This is an optimization exercise on Yosys and OpenROAD, whose aim is small area, not a production implementation.
The RTL was checked by simulation tests, not by an equivalence proof against the original design.

==> inputs of trial 87 <==
==> flow/design.v <==
module uart_rx (
	input 				clk,
	input 				rst_n,
	input 				hold,
	output 	 			recv_en,
	output reg 	[ 7:0] 	data_r,
	input 				rx_pin
);
localparam [8:0] T = 9'd42, XS = 9'd250, T2 = 9'd190;
localparam [3:0] PW = 4'd2, PS = 4'd7, PP2 = 4'd1;
reg [8:0] rt;
reg [3:0] rp;
wire is_w  = rp == PW;
wire is_p2 = rp == PP2;
wire hit   = rt == T;
wire hit2  = rt == T2;
assign recv_en = is_p2 && hit2;
always @(posedge clk) begin
	rt <= is_w ? XS : {rt[7:0], rt[8] ^ rt[4] ^ hit};
	if (hit && rp[3] && !hold)
		data_r[rp[2:0]] <= rx_pin;
	if (!rst_n)
		rp <= PW;
	else if (is_w) begin
		if (!rx_pin)
			rp <= PS;
	end else if (is_p2 ? hit2 : hit)
		rp <= rp + 4'd1;
end
endmodule
module uart_tx (
	input 				clk,
	input 				rst_n,
	input 				send_en,
	output 	 			send_busy,
	input 				send_rom,
	input 		[ 4:0] 	gcnt,
	input 		[ 7:0] 	rx_buf,
	output reg 			tx_pin
);
localparam [8:0] T = 9'd42, S0 = 9'd85;
localparam [3:0] PW = 4'd1, PS = 4'd7;
reg [8:0] tt;
reg [3:0] ph;
reg       rom_r;
wire is_w  = ph == PW;
wire hit   = tt == T;
wire first = tt == S0;
assign send_busy = !is_w;
reg [7:0] gbyte;
always @(*)
	case (gcnt[3:0])
		4'd2:    gbyte = 8'hE4;
		4'd3:    gbyte = 8'hBD;
		4'd4:    gbyte = 8'hA0;
		4'd5:    gbyte = 8'hE5;
		4'd6:    gbyte = 8'hA5;
		4'd7:    gbyte = 8'hBD;
		4'd8:    gbyte = " ";
		4'd9:    gbyte = " ";
		4'd10:   gbyte = "W";
		4'd11:   gbyte = "o";
		4'd12:   gbyte = "r";
		4'd13:   gbyte = "l";
		4'd14:   gbyte = "d";
		4'd15:   gbyte = "\r";
		default: gbyte = gcnt[4] ? "\n" : rx_buf;
	endcase
wire [7:0] byte_now = rom_r ? gbyte : rx_buf;
always @(posedge clk) begin
	tt <= is_w ? S0 : {tt[7:0], tt[8] ^ tt[4] ^ hit};
	if (is_w && send_en)
		rom_r <= send_rom;
	if (!rst_n) begin
		ph 		<= PW;
		tx_pin 	<= 1'b1;
	end else begin
		if (is_w) begin
			if (send_en)
				ph <= PS;
		end else if (hit)
			ph <= ph + 4'd1;
		if (first)
			tx_pin <= ph[3] ? byte_now[ph[2:0]] : !ph[2];
	end
end
endmodule
module uart_top (
	input 		clk,
	input 		rst_n,
	input 		uart_rx,
	output		uart_tx
);
localparam [25:0] WEND = 26'h32fa021;
reg  [ 4:0] cnt;
reg  [25:0] wcnt;
reg  	    send_en;
wire [ 7:0] recv_data;
wire 		recv_en;
wire 		send_busy;
wire in_wait = cnt[4] && cnt[0];	 
wire wend    = wcnt == WEND;
always @(posedge clk) begin
	wcnt <= {wcnt[24:0], in_wait && !(wcnt[25] ^ wcnt[5] ^ wcnt[1] ^ wcnt[0])};
	if (!rst_n) begin
		cnt 	<= 5'd0;
		send_en <= 1'b0;
	end else if (in_wait) begin
		if (wend)
			cnt <= 5'd0;
		else
			send_en <= recv_en;
	end else if (cnt[4]) begin	 
		cnt 	<= 5'd17;
		send_en <= 1'b0;
	end else if (!send_busy) begin
		cnt 	<= cnt + 5'd1;
		send_en <= 1'b1;
	end
end
uart_tx uart_tx_m0 (
	.clk 		(clk 		),
	.rst_n 		(rst_n 		),
	.send_en 	(send_en 	),
	.send_busy 	(send_busy 	),
	.send_rom 	(cnt[3:0] != 4'd0 && !cnt[4]),
	.gcnt 		(cnt 		),
	.rx_buf 	(recv_data 	),
	.tx_pin 	(uart_tx 	)
);
uart_rx uart_rx_m0 (
	.clk 		(clk 		),
	.rst_n 		(rst_n 		),
	.hold 		(cnt[4:1] == 4'd0),
	.recv_en 	(recv_en 	),
	.data_r 	(recv_data 	),
	.rx_pin 	(uart_rx 	)
);
endmodule
==> flow/flow/run.sh <==
#!/bin/bash
# Own flow: the standard layout (standard.sh), with the synthesis's ABC
# mapping done by flow/area.abc (an area-oriented mapping) instead of ORFS's
# speed script. Registers, their names and cell types are those of the
# standard synthesis (dfflibmap runs before ABC and is unchanged).
set -euo pipefail
HERE=$(pwd)
cat > "$HERE/own_synth.tcl" <<EOT
proc synth {args} { yosys synth -nofsm -noshare {*}\$args }
proc abc {args} {
  set i [lsearch -exact \$args -script]
  if {\$i >= 0} { lset args [expr {\$i + 1}] {$HERE/flow/area.abc} }
  yosys abc {*}\$args
}
source \$::env(SCRIPTS_DIR)/synth.tcl
# left out here: clear keep_hierarchy, flatten, clean up
yosys rename -hide {w:*\$func\$*}
write_verilog -noattr -nohex -nodec \$::env(RESULTS_DIR)/1_2_yosys.v
EOT
bash standard.sh SYNTH_SCRIPT="$HERE/own_synth.tcl" ADDER_MAP_FILE= finish > "$HERE/standard.log" 2>&1
==> flow/flow/area.abc <==
strash
dch
amap
==> flow/standard.sh <==
#!/bin/bash
# synth_recipe.tcl (not shown) runs the flow's synth.tcl, then flattens the netlist and writes it again
# the make line also repeats each setting of config.mk as NAME=value (left out here)
make -C /OpenROAD-flow-scripts/flow DESIGN_CONFIG=/design/flow/config.mk WORK_HOME=/design/flow/orfs CLKGATE_MAP_FILE= SYNTH_SCRIPT=/design/flow/synth_recipe.tcl "${@:-finish}"
==> flow/config.mk <==
export PLATFORM = sky130hd
export DESIGN_NAME = uart_top
export DESIGN_NICKNAME = uart_top
export VERILOG_FILES = /design/flow/design.v
export SDC_FILE = /design/flow/constraint.sdc
export NUM_CORES = 4
export LEC_CHECK = 0
export CAP_MARGIN = 20
export CORE_MARGIN = 2
export CORE_UTILIZATION = 75
export CTS_BUF_LIST = sky130_fd_sc_hd__clkbuf_4
export CTS_CLUSTER_DIAMETER = 100
export CTS_CLUSTER_SIZE = 40
export HOLD_SLACK_MARGIN = 0
export PLACE_DENSITY = 0.85
export SLEW_MARGIN = 20
==> flow/constraint.sdc <==
create_clock -name core_clock -period 20.0 [get_ports {clk}]
set_input_delay 4.0000 -clock core_clock [delete_from_list [all_inputs] [get_ports {clk}]]
set_output_delay 4.0000 -clock core_clock [all_outputs]
set_load 0.01 [all_outputs]
==> inputs of build 41, as changes to trial 87 <==
==> flow/design.v (replaced) <==
module uart_rx (
	input 				clk,
	input 				rst_n,
	input 				hold,
	output 	 			recv_en,
	output reg 	[ 7:0] 	data_r,
	input 				rx_pin
);
localparam [8:0] T = 9'hb6, XS = 9'h4d, XP2 = 9'h9b;
localparam [3:0] PW = 4'd2, PS = 4'd7, PP1 = 4'd0, PP2 = 4'd1;
reg [8:0] rt;
reg [3:0] rp;
wire is_w = rp == PW;
wire hit  = rt == T;
assign recv_en = hit && rp == PP2;
always @(posedge clk) begin
	if (is_w)
		rt <= XS;
	else if (hit)
		rt <= (rp == PP1) ? XP2 : 9'd0;
	else
		rt <= {rt[7:0], ~(rt[8] ^ rt[4])};
	if (hit && rp[3] && !hold)
		data_r <= {rx_pin, data_r[7:1]};
	if (!rst_n)
		rp <= PW;
	else if (is_w) begin
		if (!rx_pin)
			rp <= PS;
	end else if (hit)
		rp <= rp + 4'd1;
end
endmodule
module uart_tx (
	input 				clk,
	input 				rst_n,
	input 				send_en,
	output 	 			send_busy,
	input 		[ 7:0] 	send_data,
	output reg 			tx_pin
);
localparam [8:0] T = 9'hb6;
localparam [3:0] PW = 4'd1, PS = 4'd7;
reg [8:0] tt;
reg [3:0] ph;
reg [7:0] data_r;
wire is_w = ph == PW;
wire hit  = tt == T;
assign send_busy = !is_w;
always @(posedge clk) begin
	tt <= (is_w || hit) ? 9'd0 : {tt[7:0], ~(tt[8] ^ tt[4])};
	if (is_w && send_en)
		data_r <= send_data;
	if (!rst_n) begin
		ph 		<= PW;
		tx_pin 	<= 1'b1;
	end else begin
		if (is_w) begin
			if (send_en)
				ph <= PS;
		end else if (hit)
			ph <= ph + 4'd1;
		tx_pin <= ph[3] ? data_r[ph[2:0]] : !ph[2];
	end
end
endmodule
module uart_top (
	input 		clk,
	input 		rst_n,
	input 		uart_rx,
	output		uart_tx
);
localparam [25:0] WEND = 26'h32fa021;
reg  [ 4:0] cnt;
reg  [25:0] wcnt;
reg  	    send_en;
wire [ 7:0] recv_data;
wire 		recv_en;
wire 		send_busy;
wire in_wait = cnt == 5'd17;
wire wend    = wcnt == WEND;
reg  [ 7:0] char_byte;
always @(*)
	case (cnt)
		5'd1:    char_byte = 8'hE4;
		5'd2:    char_byte = 8'hBD;
		5'd3:    char_byte = 8'hA0;
		5'd4:    char_byte = 8'hE5;
		5'd5:    char_byte = 8'hA5;
		5'd6:    char_byte = 8'hBD;
		5'd7:    char_byte = " ";
		5'd8:    char_byte = " ";
		5'd9:    char_byte = "W";
		5'd10:   char_byte = "o";
		5'd11:   char_byte = "r";
		5'd12:   char_byte = "l";
		5'd13:   char_byte = "d";
		5'd14:   char_byte = "\r";
		5'd15:   char_byte = "\n";
		default: char_byte = recv_data;
	endcase
always @(posedge clk) begin
	wcnt <= (in_wait && !wend) ? {wcnt[24:0], ~(wcnt[25] ^ wcnt[5] ^ wcnt[1] ^ wcnt[0])} : 26'd0;
	if (!rst_n) begin
		cnt 	<= 5'd0;
		send_en <= 1'b0;
	end else if (in_wait) begin
		if (wend)
			cnt <= 5'd0;
		else
			send_en <= recv_en;
	end else if (cnt == 5'd16) begin
		cnt 	<= 5'd17;
		send_en <= 1'b0;
	end else if (!send_busy) begin
		cnt 	<= cnt + 5'd1;
		send_en <= 1'b1;
	end
end
uart_tx uart_tx_m0 (
	.clk 		(clk 		),
	.rst_n 		(rst_n 		),
	.send_en 	(send_en 	),
	.send_busy 	(send_busy 	),
	.send_data 	(char_byte 	),
	.tx_pin 	(uart_tx 	)
);
uart_rx uart_rx_m0 (
	.clk 		(clk 		),
	.rst_n 		(rst_n 		),
	.hold 		(cnt == 5'd0),
	.recv_en 	(recv_en 	),
	.data_r 	(recv_data 	),
	.rx_pin 	(uart_rx 	)
);
endmodule
==> flow/run.sh (new file) <==
#!/bin/bash
# synth_recipe.tcl (not shown) runs the flow's synth.tcl, then flattens the netlist and writes it again
# the make line also repeats each setting of config.mk as NAME=value (left out here)
make -C /OpenROAD-flow-scripts/flow DESIGN_CONFIG=/design/flow/config.mk WORK_HOME=/design/flow/orfs CLKGATE_MAP_FILE= SYNTH_SCRIPT=/design/flow/synth_recipe.tcl finish
==> flow/config.mk (replaced) <==
export PLATFORM = sky130hd
export DESIGN_NAME = uart_top
export DESIGN_NICKNAME = uart_top
export VERILOG_FILES = /design/flow/design.v
export SDC_FILE = /design/flow/constraint.sdc
export NUM_CORES = 4
export LEC_CHECK = 0
export CAP_MARGIN = 20
export CORE_MARGIN = 2
export CORE_UTILIZATION = 40
export SLEW_MARGIN = 20
removed: flow/flow/run.sh
removed: flow/flow/area.abc
removed: flow/standard.sh
==> impl_metrics.env <==
export IMPL_final_common_cell="nor2_1"
export IMPL_clkTransAtPathRegs_ps=120
export IMPL_clk_share_pct=5.49
export IMPL_grt_pass1_vias=2083
export IMPL_worstHoldStart="wcnt[10]"
export IMPL_final_layout_size_suffix_gt1_share_pct=5.71
export IMPL_numClockSinks=68
export IMPL_crit_fanout=2
export IMPL_p_clk_uw=98.3
export IMPL_leakage_nw=1.01
export IMPL_rows=21
export IMPL_run_status="finished clean"
export IMPL_grt_max_degree=18
export IMPL_dp_hpwl_um=3380
export IMPL_numPlacedInstances=346
export IMPL_vias=2064
export IMPL_rr_endpoint="uart_tx_m0.tx_pin"
export IMPL_dp_slack_ps=14510
export IMPL_use_met3_pct=9.24
# the run above: trial 87

==> impl_metrics.env <==
export IMPL_p_clk_uw=105
export IMPL_use_met3_pct=5.32
export IMPL_numPlacedInstances=377
export IMPL_clkTransAtPathRegs_ps=70
export IMPL_run_status="finished clean"
export IMPL_dp_hpwl_um=3780
export IMPL_dp_slack_ps=14680
export IMPL_rows=32
export IMPL_grt_max_degree=28
export IMPL_grt_pass1_vias=1991
export IMPL_worstHoldStart="uart_tx_m0.tt[1]"
# the run above: build 41

-- port drivers added, routing unchanged --
The flow's constraints put no driver on any port. The routed layouts listed below were extracted and timed again, unchanged, in two steps. Step 1 assumes that a clkbuf_16 drives the clock port and a buf_2 every other input. Step 2 also shifts input and output timing later by t, the mid clock arrival at the registers, as if the neighbouring blocks saw the same clock. Slacks: ideal / step 1 / step 2; pairs: ideal / step 1.
run | t (ns) | setup slack, ns | worst data-port slew with drivers (ns)
trial 87 | 0.434 | 14.706 / 14.684 / 14.455 | 0.03
build 41 | 0.360 | 14.830 / 14.802 / 14.640 | 0.03
After both steps every run listed still meets setup and hold. For trial 87, which loses most, drivers alone change the setup slack by -0.022 ns; drivers and shift together by -0.251 ns.
